What follows belongs to an exercise in optimizing a design on an open flow for small area; a production flow would make more cautious choices.
The RTL was checked by simulation tests, not by an equivalence proof against the original design.
No driver is modelled on the clock port, so clocking that relies on it looks cheaper here than on a real chip.
Power and IR drop assume default switching activity.

## pong_main
module pong_main(
    input clk,
    input hard_reset,
    input data1,
    input data2,
    output c_clk,
    output latch,
    output wire hsync,
    output wire vsync,
    output wire [2:0] red,
    output wire [2:0] green,
    output wire [2:0] blue,
    output wire speaker
);
Size in the first run: about 1100 cells after synthesis, roughly 0.0075 mm² of cells after synthesis.
clock: 20.0 ns
lec_check: 0
abc_area: 1
cap_margin: 20
core_margin: 2
core_utilization: 60
slew_margin: 20
standard.sh (not shown) runs the stock make flow with config.mk's settings and CLKGATE_MAP_FILE= SYNTH_SCRIPT=/design/flow/synth_recipe.tcl, a recipe that flattens the netlist after the stock synthesis.
==> flow/flow/run.sh <==
#!/bin/bash
# Layout flow: the standard flow (standard.sh), except that the
# combinational logic of the standard synthesis is mapped again by ABC with
# an area-oriented script. The registers of the standard synthesis are kept
# as they are (same instances, names and cells); the re-mapped netlist is
# proven equivalent to the standard one before it is used, else the
# standard netlist is kept. Every tool writes its full output to a log here.
set -euo pipefail
W=$(pwd)
F=$W/flow
R=$W/orfs/results/$FLOW_PLATFORM/pong_main/base
PDIR=$FLOW_HOME/platforms/$FLOW_PLATFORM
LIB=$(ls $PDIR/lib/sky130_fd_sc_hd__tt_025C_1v80.lib)
YOSYS=yosys
if [[ -x $FLOW_HOME/../tools/install/yosys/bin/yosys ]]; then
  YOSYS=$FLOW_HOME/../tools/install/yosys/bin/yosys
fi

# 1. standard synthesis
bash standard.sh synth > $W/log_1_standard_synth.log 2>&1
cp $R/1_2_yosys.v $W/std_synth.v

# 2. re-map the combinational logic: ABC's deepsyn with 48 random seeds,
# four at a time, keeping the smallest result
SEQ=$(awk '/^[ \t]*cell[ \t]*\(/{match($0,/"[^"]+"/); c=substr($0,RSTART+1,RLENGTH-2)} /^[ \t]*(ff|latch|ff_bank|statetable)[ \t]*\(/{print c}' $LIB | sort -u | tr '\n' ' ')
DU=$(sed -n '/DONT_USE_CELLS/,/^$/p' $PDIR/config.mk | grep -o "sky130_fd_sc_hd__[a-z0-9_]*" | sed 's/^/-dont_use /' | tr '\n' ' ')
remap() {
  local k=$1
  printf '&get -n\n&st\n&deepsyn -T 25 -S %s\n&put\ndch -f\namap\ntopo\n' $k > $W/area_$k.abc
  cat > $W/remap_$k.ys <<EOY
read_liberty -ignore_miss_func $LIB
blackbox $SEQ sky130_fd_sc_hd__conb_1
read_verilog $W/std_synth.v
hierarchy -top $FLOW_TOP
flatten
opt -purge
abc -liberty $LIB $DU -script $W/area_$k.abc
opt_clean -purge
select $FLOW_TOP
write_verilog -selected -noattr -noexpr -nohex -nodec $W/remap_raw_$k.v
design -reset
read_liberty -lib -ignore_miss_func $LIB
read_verilog $W/remap_raw_$k.v
hierarchy -top $FLOW_TOP
hilomap -singleton -hicell sky130_fd_sc_hd__conb_1 HI -locell sky130_fd_sc_hd__conb_1 LO
insbuf -buf sky130_fd_sc_hd__buf_1 A X
splitnets
opt_clean -purge
check -assert
tee -o $W/remap_area_$k.txt stat -liberty $LIB
write_verilog -noattr -noexpr -nohex -nodec $W/remap_$k.v
EOY
  $YOSYS -s $W/remap_$k.ys > $W/log_2_remap_$k.log 2>&1 || rm -f $W/remap_$k.v
}
for b in $(seq 0 4 44); do
  for i in 0 1 2 3; do remap $((b + i)) & done
  wait
done
ok=0
best=""
for k in $(seq 0 47); do
  if [[ -s $W/remap_$k.v ]]; then
    a=$(grep "Chip area" $W/remap_area_$k.txt | awk "{print \$NF}" || true)
    echo "seed $k: $a" >> $W/remap_areas.txt
    if [[ -z "$best" ]] || awk -v a=$a -v b=$barea 'BEGIN{exit !(a < b)}'; then best=$k; barea=$a; fi
  fi
done
if [[ -n "$best" ]]; then cp $W/remap_$best.v $W/remap.v; ok=1; echo "chosen: seed $best" >> $W/remap_areas.txt; fi

# 3. the registers must be the standard synthesis's, and the logic the same
regs() { grep -E "^ *sky130_fd_sc_hd__[a-z0-9_]+ " "$1" | awk -v seq=" $SEQ " '{ if (index(seq, " " $1 " ")) print $1, $2 }' | sort; }
if [[ $ok == 1 ]]; then
  regs $W/std_synth.v > $W/regs_std.txt
  regs $W/remap.v > $W/regs_remap.txt
  if ! cmp -s $W/regs_std.txt $W/regs_remap.txt || [[ ! -s $W/regs_std.txt ]]; then ok=0; fi
fi
if [[ $ok == 1 ]]; then
  cat > $W/equiv.ys <<EOY
read_liberty -ignore_miss_func $LIB
read_verilog $W/std_synth.v
rename $FLOW_TOP gold
read_verilog $W/remap.v
rename $FLOW_TOP gate
hierarchy -check
flatten gold gate
opt_clean
equiv_make gold gate equiv
hierarchy -top equiv
equiv_simple -undef
equiv_induct -undef
equiv_status -assert
EOY
  $YOSYS -s $W/equiv.ys > $W/log_3_equiv.log 2>&1 || ok=0
fi
echo "remap used: $ok" > $W/remap_status.txt
if [[ $ok == 1 ]]; then
  cp $W/remap.v $R/1_2_yosys.v
  rm -f $R/1_synth.odb $R/1_synth.sdc
  touch $R/1_2_yosys.v
fi

# 4. the rest of the standard flow, with a clock tree of small buffers and
# no dummy loads, clock buffers then downsized where the clock slew allows,
# and the smallest buffer on each port
export BUFFER_PORTS_ARGS="-buffer_cell sky130_fd_sc_hd__buf_1"
export POST_CTS_TCL=$F/downsize.tcl
export CTS_ARGS="-sink_clustering_enable -repair_clock_nets -dont_use_dummy_load -buf_list sky130_fd_sc_hd__clkbuf_8"
bash standard.sh finish > $W/log_4_standard_finish.log 2>&1
Other scripts of this flow, unchanged in this note and not shown: flow/flow/downsize.tcl
Then changed:
--- a/flow/design.v
+++ b/flow/design.v
@@ -116,35 +116,39 @@
             5'd17: begin w1r = 8'd62; r1 = 9'd289; w2r = 8'd62; r2 = 9'd289; end
             5'd18: begin w1r = 8'd51; r1 = 9'd295; w2r = 8'd62; r2 = 9'd289; end
             5'd19: begin w1r = 8'd51; r1 = 9'd295; w2r = 8'd51; r2 = 9'd295; end
             5'd20: begin w1r = 8'd40; r1 = 9'd300; w2r = 8'd51; r2 = 9'd295; end
             default: begin w1r = 8'd40; r1 = 9'd300; w2r = 8'd40; r2 = 9'd300; end
         endcase
     assign w1 = w1r;
     assign w2 = w2r;
-    wire top_edge = (y <= 9'd5) & ~yinc;
-    wire bot_edge = (y >= 9'd355) & yinc;
+    wire top_edge = (y <= 9'd1) & ~yinc;
+    wire bot_edge = (y >= 9'd351) & yinc;
     wire [9:1] qx1 = yinc ? p2x1 : p1x1;
-    wire [7:0] qw = yinc ? w2 : w1;
+    wire [7:0] qw4 = (yinc ? w2 : w1) - 8'd4;
+    wire xneg = (x[9:1] == 9'h1ff);	 
     wire [10:0] dq;
-    add_ripple #(11) DQ(.a({1'b0, x}), .b(~{2'b00, qx1, 1'b0}), .ci(1'b1), .s(dq));
+    add_ripple #(11) DQ(.a({xneg, x}), .b(~{2'b00, qx1, 1'b0}), .ci(1'b1), .s(dq));
     wire past;
-    lt_ripple #(8) LTW(.a(qw), .b(dq[7:0]), .y(past));
-    wire miss = dq[10] | (dq[9:8] != 2'b00) | past;
+    lt_ripple #(8) LTW(.a(qw4), .b(dq[7:0]), .y(past));
+    wire near_left = (dq[10:2] == 9'h1ff);	 
+    wire miss = dq[10] ? ~near_left : ((dq[9:8] != 2'b00) | past);
     wire edge_ = top_edge | bot_edge;
     wire hit_now = edge_ & ~miss;
     wire miss_now = edge_ & miss;
-    wire xinc_n = (x <= 10'd2 && !xinc) ? 1'b1 : (x >= 10'd636 && xinc) ? 1'b0 : xinc;
+    wire xlow = (x >= 10'd1020) & (x <= 10'd1022);	 
+    wire xhigh = (x >= 10'd632) & (x < 10'd1020);	 
+    wire xinc_n = (xlow && !xinc) ? 1'b1 : (xhigh && xinc) ? 1'b0 : xinc;
     wire yinc_n = top_edge ? 1'b1 : bot_edge ? 1'b0 : yinc;
     wire [4:0] nhit_n;
     incdec #(5) NH(.a(nhit), .en(step & hit_now & (nhit != 5'd22)), .up(1'b1), .s(nhit_n));
     always @(posedge clk) begin
-        bx <= sreset ? 10'd20 : x;
-        by <= sreset ? 9'd20 : y;
+        bx <= sreset ? 10'd16 : x;
+        by <= sreset ? 9'd16 : y;
         nhit <= (hard_reset | (step & fresh)) ? 5'd0 : nhit_n;
     end
     always @(posedge clk)
         if (sreset) begin
             game_end <= 1'b0;
             fresh <= 1'b1;
             xinc <= 1'b1;
             yinc <= 1'b1;
@@ -288,28 +292,26 @@
     wire border = (h <= 10'd1) | (h >= 10'd639) | (v == 9'd0) | (v == 9'd360);
     wire [9:1] qx1 = v[8] ? p2x1 : p1x1;
     wire [7:0] qw = v[8] ? w2 : w1;
     wire [10:0] dp;
     add_ripple #(11) DP(.a({1'b0, h}), .b(~{2'b00, qx1, 1'b0}), .ci(1'b1), .s(dp));
     wire past;
     lt_ripple #(8) LTW(.a(qw), .b(dp[7:0]), .y(past));
     wire pad = ~dp[10] & (dp[9:8] == 2'b00) & ~past & ((v < 9'd7) | (v > 9'd353));
-    wire [9:0] e;
-    wire [8:0] f;
-    add_ripple #(10) EX(.a(h), .b(~bx), .ci(1'b1), .s(e));
-    add_ripple #(9) EY(.a(v), .b(~by), .ci(1'b1), .s(f));
-    wire ex_ok = (e[9:3] == 7'h00) | (e[9:3] == 7'h7f);
-    wire ey_ok = (f[8:3] == 6'h00) | (f[8:3] == 6'h3f);
-    wire [2:0] ax = e[3] ? (~e[2:0] + 1'b1) : e[2:0];
-    wire [2:0] ay = f[3] ? (~f[2:0] + 1'b1) : f[2:0];
-    wire nx = e[3] ? e[2] : (~e[2] | (e[1:0] == 2'b00));
-    wire ny = f[3] ? f[2] : (~f[2] | (f[1:0] == 2'b00));
+    wire [9:0] ge;
+    wire [8:0] gf;
+    add_ripple #(10) EX(.a(h), .b(~bx), .ci(1'b1), .s(ge));
+    add_ripple #(9) EY(.a(v), .b(~by), .ci(1'b1), .s(gf));
+    wire gx_ok = (ge[9:4] == 6'd0) & (~ge[3] | (ge[2:0] == 3'd0));
+    wire gy_ok = (gf[8:4] == 5'd0) & (~gf[3] | (gf[2:0] == 3'd0));
+    wire [2:0] ax = ge[3] ? 3'd4 : (ge[2] ? {1'b0, ge[1:0]} : 3'd4 - {1'b0, ge[1:0]});
+    wire [2:0] ay = gf[3] ? 3'd4 : (gf[2] ? {1'b0, gf[1:0]} : 3'd4 - {1'b0, gf[1:0]});
     wire [5:0] sq = ax * ax + ay * ay;
-    wire ball = ex_ok & ey_ok & nx & ny & (sq < 6'd25);
+    wire ball = gx_ok & gy_ok & (sq < 6'd25);
     wire c1 = vis & (border | pad);
     wire c2 = vis & ~border & ~pad & ball;
     assign red = {3{c1 | c2}};
     assign green = {c1 | c2, c1 | c2, c1};
     assign blue = {1'b0, c1, c1};
 endmodule
 `timescale 1ns / 1ps
 module pong_main(
Outcome:
- The changed run passed the timing, design-rule and antenna checks
- count of clock-buffer cells in the layout does not change
- power goes up slightly
- routed wire length is higher slightly
- first-iteration DRC count rises by about a fifth
- fmax goes down slightly
- worst setup slack gets worse by 110 ps
- design area decreases slightly
- non-clock buffer count goes up by 1
- core utilization fell by 0.58 points
- synthesized area is lower slightly
- synthesized cell count is lower by a few percent
- clock skew came out lower by 15 ps
- worst hold slack improves by 28 ps

re-timing with driven ports:
How much do the figures lean on ideal ports? The routed layouts below were timed once more, with nothing changed but the port constraints.
Step 1 sets driving cells, clkbuf_16 on the clock port and buf_2 on the other inputs (assumed; they add their load-dependent delay and slew).
Step 2 moves the port delays by t, midway between the first and last clock arrival at a register: inputs arrive t later, outputs are due t later. That takes back most of the time a late clock gives input paths.
Slacks: ideal / step 1 / step 2; pairs: ideal / step 1.
run	t, ns	setup WS [ns]	hold slack, ns	worst data-port slew with drivers (ns)
the first run	0.443	10.514 / 10.479 / 10.921	0.432 / 0.432 / 0.432	0.03
the second run	0.467	10.407 / 10.369 / 10.836	0.460 / 0.460 / 0.460	0.03
After both steps setup and hold are still met in every run listed.
